Background: an optimization exercise with open tools, aiming at small area. Do not read the settings as production practice.
Where RTL was checked, it was by simulation tests only, not by an equivalence proof against the original.
No activity file was given, so power comes from the tool's default toggle rates.

== zinc ==
==> flow/design.v (excerpt) <==
module dcpu16_cpu ( 
   g_wre, g_stb, g_dto, g_adr, f_wre, f_stb, f_dto, f_adr,
   rst, g_dti, g_ack, f_dti, f_ack, clk
   );
For scale: roughly 330 flip-flops, about 100 I/O pins, ~23000 um^2 of cells after synthesis.
Settings: LEC_CHECK=0, ABC_AREA=1, CAP_MARGIN=0, CORE_MARGIN=2, CORE_UTILIZATION=60, CTS_BUF_LIST=sky130_fd_sc_hd__clkbuf_16, CTS_CLUSTER_DIAMETER=110, CTS_CLUSTER_SIZE=24, PLACE_DENSITY=0.8, SLEW_MARGIN=0; clock period 10.0 ns.
standard.sh (not shown) runs the stock make flow with config.mk's settings and CLKGATE_MAP_FILE= SYNTH_SCRIPT=/design/flow/synth_recipe.tcl, a recipe that flattens the netlist after the stock synthesis.
==> flow/flow/run.sh <==
#!/bin/bash
# Standard ORFS layout, with the port buffers made from the smallest buffer
# cell instead of the platform default. Each tool's output is logged by ORFS
# under orfs/logs; this script's own output goes to run_flow.log.
set -e
export BUFFER_PORTS_ARGS="-buffer_cell sky130_fd_sc_hd__buf_1"
bash standard.sh > run_flow.log 2>&1
No stage failed in zinc, and the final checks on the layout all came back clean.
Setup changes, zinc to xenon
==> flow/flow/run.sh <==
#!/bin/bash
# Standard ORFS layout (the standard.sh) with two changes:
#  - port buffers use the smallest buffer cell instead of the platform default
#  - timing-driven global placement does not keep its virtual resizing
# Each tool's output is logged by ORFS under orfs/logs; this script's own
# output goes to run_flow.log.
set -e
export BUFFER_PORTS_ARGS="-buffer_cell sky130_fd_sc_hd__buf_1"
export GPL_KEEP_OVERFLOW=0
bash standard.sh > run_flow.log 2>&1
diff --git a/flow/config.mk b/flow/config.mk
--- a/flow/config.mk
+++ b/flow/config.mk
@@ -7,5 +7,5 @@
 export LEC_CHECK = 0
 export ABC_AREA = 1
-export CAP_MARGIN = 0
+export CAP_MARGIN = 10
 export CORE_MARGIN = 2
 export CORE_UTILIZATION = 60
@@ -13,4 +13,3 @@
 export CTS_CLUSTER_DIAMETER = 110
 export CTS_CLUSTER_SIZE = 24
-export PLACE_DENSITY = 0.8
-export SLEW_MARGIN = 0
+export SLEW_MARGIN = 10
Findings:
Of xenon and zinc, the higher worst setup slack belongs to zinc.
Comparing xenon with zinc, the final instance area came out essentially unchanged.
The faster design of the two is zinc; xenon tops out lower.
In xenon, the global router's overall resource usage came out 0.29 points below the value in zinc.
Against zinc as the reference, xenon delivers a lower final total power.
Half-perimeter wire length after placement was higher in zinc than in xenon.
Routed wire length shrinks slightly when moving from zinc to xenon.
#### Input delta (pepper over xenon)
==> flow/flow/run.sh <==
#!/bin/bash
# Standard ORFS layout, with the port buffers made from the smallest buffer
# cell instead of the platform default. Each tool's output is logged by ORFS
# under orfs/logs; this script's own output goes to run_flow.log.
set -e
export BUFFER_PORTS_ARGS="-buffer_cell sky130_fd_sc_hd__buf_1"
bash standard.sh > run_flow.log 2>&1
diff --git a/flow/config.mk b/flow/config.mk
--- a/flow/config.mk
+++ b/flow/config.mk
@@ -7,9 +7,9 @@
 export LEC_CHECK = 0
 export ABC_AREA = 1
-export CAP_MARGIN = 10
+export CAP_MARGIN = 0
 export CORE_MARGIN = 2
 export CORE_UTILIZATION = 60
 export CTS_BUF_LIST = sky130_fd_sc_hd__clkbuf_16
-export CTS_CLUSTER_DIAMETER = 110
-export CTS_CLUSTER_SIZE = 24
-export SLEW_MARGIN = 10
+export CTS_CLUSTER_DIAMETER = 100
+export CTS_CLUSTER_SIZE = 20
+export SLEW_MARGIN = 0
Notes after the runs:
As far as count of cells resized by post-cts repair goes, xenon and pepper are indistinguishable; the numbers are identical. The count of plain and timing-repair buffers of pepper exceeds that of xenon by 17. Between pepper and xenon, the end-of-flow core utilization does not differ in any meaningful way. pepper vs. xenon: overall power went up, worst endpoint data arrival time fell by 380 ps, fmax went up by about 4%, via count of the first global-routing pass higher. Going from xenon to pepper, length of routed met2 wiring shrank by a few percent. pepper -> xenon: final standard cell area without fillers flat. xenon → pepper: number of clock buffer instances in the layout shows an increase of 3; violation count after the first detailed-routing iteration shows a reduction of 112.
## Diff of input files: nickel against pepper
==> flow/flow/run.sh <==
#!/bin/bash
# Standard ORFS layout (the standard.sh) with two changes:
#  - port buffers use the smallest buffer cell instead of the platform default
#  - timing-driven global placement does not keep its virtual resizing
# Each tool's output is logged by ORFS under orfs/logs; this script's own
# output goes to run_flow.log.
set -e
export BUFFER_PORTS_ARGS="-buffer_cell sky130_fd_sc_hd__buf_1"
export GPL_KEEP_OVERFLOW=0
bash standard.sh > run_flow.log 2>&1
diff --git a/flow/config.mk b/flow/config.mk
--- a/flow/config.mk
+++ b/flow/config.mk
@@ -7,9 +7,9 @@
 export LEC_CHECK = 0
 export ABC_AREA = 1
-export CAP_MARGIN = 0
+export CAP_MARGIN = 20
 export CORE_MARGIN = 2
 export CORE_UTILIZATION = 60
 export CTS_BUF_LIST = sky130_fd_sc_hd__clkbuf_16
-export CTS_CLUSTER_DIAMETER = 100
-export CTS_CLUSTER_SIZE = 20
-export SLEW_MARGIN = 0
+export CTS_CLUSTER_DIAMETER = 110
+export CTS_CLUSTER_SIZE = 24
+export SLEW_MARGIN = 20
Results
- Between nickel and pepper, it is nickel whose switching share of power is higher, by 0.39 points.
- Re met3 layer usage reported by global route: nickel and pepper aren't equal, and the higher value belongs to pepper.
- Area of placed instances: nickel and pepper compared, lower one is pepper
- nickel vs. pepper: area growth from synthesis to final layout comparable, clock skew comparable, final standard cell area without fillers comparable.
- Compared to pepper, nickel has global-route track usage on met1 1.8 points higher.
- nickel ended up with a lower clock-cell share of area than pepper did.
- The DRC violation total after the first TritonRoute iteration was comparable across nickel and pepper.
- Compare nickel and pepper | total half-perimeter wirelength after legalization and detailed placement lower: pepper

* * *

Another version of the RTL of dcpu16_cpu (not shown whole).
For scale: roughly 320 flip-flops, ~100 I/O pins, about 23,000 um^2 of cells after synthesis.
clock: 10.0 ns
lec_check: 0
cap_margin: 0
core_margin: 2
core_utilization: 70
cts_buf_list: sky130_fd_sc_hd__clkbuf_16
cts_cluster_diameter: 100
cts_cluster_size: 20
slew_margin: 0
==> flow/flow/run.sh <==
#!/bin/bash
# Standard ORFS layout, with the port buffers made from the smallest buffer
# cell instead of the platform default. Each tool's output is logged by ORFS
# under orfs/logs; this script's own output goes to run_flow.log.
set -e
export BUFFER_PORTS_ARGS="-buffer_cell sky130_fd_sc_hd__buf_1"
bash standard.sh > run_flow.log 2>&1
The first run passed the timing, design-rule and antenna checks.
Edit:
- CORE_UTILIZATION: 70 -> 60
=> The changed run completed with no timing, DRC or antenna violations; sequential power stays flat; critical path depth increases by 2; clock skew rises by 0.016 ns; global-route usage drops by 6.2 points; via count decreases by 3.8%.

* * *

Another version of the RTL of dcpu16_cpu (not shown whole).
// dcpu16_cpu
module dcpu16_cpu ( 
   g_wre, g_stb, g_dto, g_adr, f_wre, f_stb, f_dto, f_adr,
   rst, g_dti, g_ack, f_dti, f_ack, clk
   );
clock: 10.0 ns
lec_check: 0
abc_area: 1
cap_margin: 0
core_margin: 2
core_utilization: 60
cts_buf_list: sky130_fd_sc_hd__clkbuf_16
cts_cluster_diameter: 100
cts_cluster_size: 20
slew_margin: 0
Scripts as last shown in full above: flow/flow/run.sh
Change:
Settings changed: ABC_AREA 1 to not set.
Effect: The new run finished with timing, DRC and antenna clean. Total power rose by about a fifth. Utilization rises by 0.85 points. First-iteration DRC count goes down by about a fifth. Global-route usage fell by 2.3 points. Clock-buffer cell count stays the same.
Function was not checked in any run of this note: the RTL went through the layout flow alone.

* * *

== run 1 ==
Another version of the RTL of dcpu16_cpu (not shown whole).
For scale: about 2800 cells after synthesis, about 330 flip-flops, about 100 I/O pins.
export LEC_CHECK = 0
export ABC_AREA = 1
export CAP_MARGIN = 0
export CORE_MARGIN = 2
export CORE_UTILIZATION = 70
export CTS_BUF_LIST = sky130_fd_sc_hd__clkbuf_16
export CTS_CLUSTER_DIAMETER = 100
export CTS_CLUSTER_SIZE = 20
export SLEW_MARGIN = 0
create_clock -name core_clock -period 10.0 [get_ports {clk}]
Scripts as last shown in full above: flow/flow/run.sh
The following lists how run 2 was set up differently from run 1:
Settings: swapping 100 for 50 in CTS_CLUSTER_DIAMETER; swapping 20 for 30 in CTS_CLUSTER_SIZE; swapping 70 for 60 in CORE_UTILIZATION.
Results
- Side by side, net count reported at finish turned out higher in run 2 than in run 1.
- Diff run 2..run 1 | count of hold-fix buffers inserted at cts | negligible
- Measured against run 2, the via density per instance of run 1 comes out at 1.08 times the reference value.
- Between run 1 and run 2, the flow reports number of violations reported at the end of detailed-routing iteration 0 decreasing by more than a quarter.
- A highest-delay cell along the critical path of sky130_fd_sc_hd__fa_1 is what run 1 shows, while sky130_fd_sc_hd__dfxtp_1 belongs to run 2.
## Diff of input files: run 3 against run 2
Settings: a deleted ABC_AREA that had been 1; a change of CTS_CLUSTER_DIAMETER from 50 to 100; a change of CTS_CLUSTER_SIZE from 30 to 20.
==> comparison <==
Run 2 → run 3: clock buffer count in the final layout -14; final clock period utilization by the worst path +3.9 points; met1 routed wirelength after detailed routing -about 3%; total non-filler cell area in the finished layout +200 µm²; clock skew -29 ps. The launch point of the worst path comes out c0.pha[0]$_SDFFE_PP0P_ in one run and g_dti[2] in the other, namely in run 2 and run 3 respectively. Full die area sits lower in run 3 than in run 2. Flop and latch count out of synthesis came out exactly the same in run 3 and run 2.

* * *

Another version of the RTL of dcpu16_cpu (not shown whole).
Size in the first run: ~320 flip-flops, about 100 I/O pins, about 24000 µm² of cells after synthesis.
clock: 10.0 ns
lec_check: 0
cap_margin: 20
core_margin: 2
core_utilization: 40
slew_margin: 20
run.sh (not shown) runs the stock make flow with config.mk's settings and CLKGATE_MAP_FILE= SYNTH_SCRIPT=/design/flow/synth_recipe.tcl, a recipe that flattens the netlist after the stock synthesis.
Stock flow here: none of the scripts above is used.
The starting point finished clean.
==> next run, changes <==
Settings changed: CTS_BUF_LIST set to sky130_fd_sc_hd__clkbuf_4.
The changed run finished clean.
Worst hold slack is worse by 0.017 ns.
Die area stays the same.
Clock skew is higher by 0.061 ns.
Critical path depth stays the same.
Combinational power barely changes.
First-iteration DRC count is higher by about 6%.
Clock-buffer cell count is higher by 85.
Utilization is lower by 0.14 points.
Sequential share of layout area is about the same.
Setup slack is better by 0.20 ns.
Sequential cell count is unchanged.

* * *

## v6
dcpu16_cpu, a different RTL version from the one above (not shown whole).
Size in the first run: roughly 2300 cells after synthesis, about 320 flip-flops, about 100 I/O pins, about 23000 sq um of cells after synthesis.
clock: 10.0 ns
lec_check: 0
cap_margin: 0
core_margin: 2
core_utilization: 60
cts_buf_list: sky130_fd_sc_hd__clkbuf_8
cts_cluster_diameter: 60
cts_cluster_size: 12
slew_margin: 0
standard.sh (not shown) runs the stock make flow with config.mk's settings and CLKGATE_MAP_FILE= SYNTH_SCRIPT=/design/flow/synth_recipe.tcl, a recipe that flattens the netlist after the stock synthesis.
Scripts as last shown in full above: flow/flow/run.sh
v6 went all the way through the flow, and no timing, DRC or antenna check failed.
The following lists how v7 was set up differently from v6:
diff --git a/flow/config.mk b/flow/config.mk
--- a/flow/config.mk
+++ b/flow/config.mk
@@ -11,3 +11,3 @@
-export CTS_BUF_LIST = sky130_fd_sc_hd__clkbuf_8
-export CTS_CLUSTER_DIAMETER = 60
-export CTS_CLUSTER_SIZE = 12
+export CTS_BUF_LIST = sky130_fd_sc_hd__clkbuf_16
+export CTS_CLUSTER_DIAMETER = 100
+export CTS_CLUSTER_SIZE = 20
Findings:
Higher H-tree depth goes to v6 over v7.
v7: all stages complete, timing, DRC and antenna checks passed
On cell area, v7 does better than v6.
Changes observed in v7 relative to v6: wire length after detailed routing level, endpoint arrival time on the critical path now sits higher, met3 wire length lower.
No functional check of the RTL was part of any run of this note.

* * *

dcpu16_cpu with an RTL version that a note above also has.
Size: roughly 2300 cells after synthesis, about 320 flip-flops.
// dcpu16_cpu
module dcpu16_cpu ( 
   g_wre, g_stb, g_dto, g_adr, f_wre, f_stb, f_dto, f_adr,
   rst, g_dti, g_ack, f_dti, f_ack, clk
   );
   output [15:0] f_adr;
   output [15:0] f_dto;
   output 	 f_stb;
   output 	 f_wre;
   output [15:0] g_adr;
   output [15:0] g_dto;
   output 	 g_stb;
   output 	 g_wre;
   input 	 clk;
   input 	 f_ack;
   input [15:0]  f_dti;
   input 	 g_ack;
   input [15:0]  g_dti;
   input 	 rst;
   wire 	 CC, bra, ena, rwe, wpc;
   wire [15:0] 	 ireg, rrd, rwd;
   wire [3:0] 	 opc;
   wire [1:0] 	 pha;
   wire [2:0] 	 rra, rwa;
   assign g_dto = f_dto;
   dcpu16_ctl
     c0 (.ireg(ireg), .pha(pha), .opc(opc), .rra(rra), .rwa(rwa), .rwe(rwe),
	 .bra(bra), .CC(CC), .wpc(wpc), .f_dti(f_dti), .clk(clk), .ena(ena),
	 .rst(rst));
   dcpu16_mbus
     m0 (.g_adr(g_adr), .g_stb(g_stb), .g_wre(g_wre), .f_adr(f_adr),
	 .f_stb(f_stb), .f_wre(f_wre), .f_dto(f_dto), .ena(ena), .wpc(wpc),
	 .rwd(rwd), .g_dti(g_dti), .g_ack(g_ack), .f_dti(f_dti), .f_ack(f_ack),
	 .bra(bra), .rrd(rrd), .ireg(ireg), .opc(opc), .pha(pha), .clk(clk),
	 .rst(rst), .CC(CC));
   dcpu16_regs
     r0 (.rrd(rrd), .rwd(rwd), .rra(rra), .rwa(rwa), .rwe(rwe), .ena(ena),
	 .clk(clk));
endmodule  
clock: 10.0 ns
lec_check: 0
cap_margin: 20
core_margin: 2
core_utilization: 60
cts_buf_list: sky130_fd_sc_hd__clkbuf_16
cts_cluster_diameter: 100
cts_cluster_size: 20
slew_margin: 20
==> flow/flow/run.sh <==
#!/bin/bash
# Standard ORFS layout (the standard.sh) with two changes:
#  - port buffers use the smallest buffer cell instead of the platform default
#  - timing-driven global placement does not keep its virtual resizing
# Each tool's output is logged by ORFS under orfs/logs; this script's own
# output goes to run_flow.log.
set -e
export BUFFER_PORTS_ARGS="-buffer_cell sky130_fd_sc_hd__buf_1"
export GPL_KEEP_OVERFLOW=0
bash standard.sh > run_flow.log 2>&1
Change:
- CAP_MARGIN: 20 -> 0
- SLEW_MARGIN: 20 -> 0
This time the run completed, yet does not pass: max-capacitance violations, max-slew violations. Wire length fell by 0.51%. Power barely changes. Critical path depth rose by 9. Hold slack barely changes. Utilization stays flat. Cell count fell by 0.39%. Sequential power hardly moves. Cell area is about the same.

what the ideal ports hide:
In the flow no input, the clock included, has a driving cell. The finished layouts below were timed again as built, in two steps. Step 1 sets driving cells, clkbuf_16 on the clock port and buf_2 on the other inputs (assumed; they add their load-dependent delay and slew). Step 2, shift: input delay + t, output delay - t, t = (earliest + latest rising clock arrival at the registers) / 2. This alone moves slack from input paths to output paths. Three values: ideal, step 1, step 2; two values: the first two.
| run | t (ns) | setup WS [ns] | worst setup path after step 2 | latest minus earliest clock arrival (ns) | worst data-port slew with drivers (ns) |
|---|---|---|---|---|---|
| zinc | 0.595 | 0.796 / 0.796 / 0.668 | input to register | 0.023 / 0.024 | 0.05 |
| xenon | 0.600 | 0.403 / 0.403 / 0.403 | register to register | 0.021 / 0.022 | 0.04 |
| pepper | 0.608 | 0.771 / 0.771 / 0.636 | input to register | 0.031 / 0.030 | 0.04 |
| nickel | 0.602 | 0.361 / 0.361 / 0.361 | register to register | 0.029 / 0.028 | 0.03 |
| the first run of note 2 | 0.589 | 0.229 / 0.256 / -0.332 | input to register | 0.023 / 0.023 | 0.06 |
| the second run of note 2 | 0.607 | 0.451 / 0.477 / -0.130 | input to register | 0.039 / 0.039 | 0.04 |
| the first run of note 3 | 0.614 | 0.621 / 0.621 / 0.319 | input to register | 0.025 / 0.026 | 0.04 |
| the second run of note 3 | 0.601 | 0.542 / 0.570 / -0.031 | input to register | 0.044 / 0.043 | 0.07 |
| run 1 | 0.599 | 0.956 / 0.985 / 0.386 | input to register | 0.054 / 0.053 | 0.04 |
| run 2 | 0.615 | 0.892 / 0.892 / 0.643 | input to register | 0.047 / 0.047 | 0.05 |
| run 3 | 0.604 | 0.507 / 0.531 / -0.059 | input to register | 0.018 / 0.018 | 0.04 |
| the first run of note 5 | 0.643 | 0.391 / 0.377 / -0.267 | input to register | 0.037 / 0.037 | 0.07 |
| the second run of note 5 | 0.929 | 0.592 / 0.576 / -0.354 | input to register | 0.099 / 0.099 | 0.07 |
| v6 | 0.676 | 0.646 / 0.641 / -0.035 | input to register | 0.029 / 0.029 | 0.05 |
| v7 | 0.606 | 0.525 / 0.534 / -0.072 | input to register | 0.026 / 0.026 | 0.05 |
| the first run of note 7 | 0.608 | 0.273 / 0.271 / -0.337 | input to register | 0.026 / 0.026 | 0.08 |
| the second run of note 7 | 0.611 | 0.280 / 0.310 / -0.302 | input to register | 0.033 / 0.033 | 0.08 |
The setup slack of the second run of note 5, which loses most, moves by -0.016 ns with the drivers and by -0.946 ns with both steps.
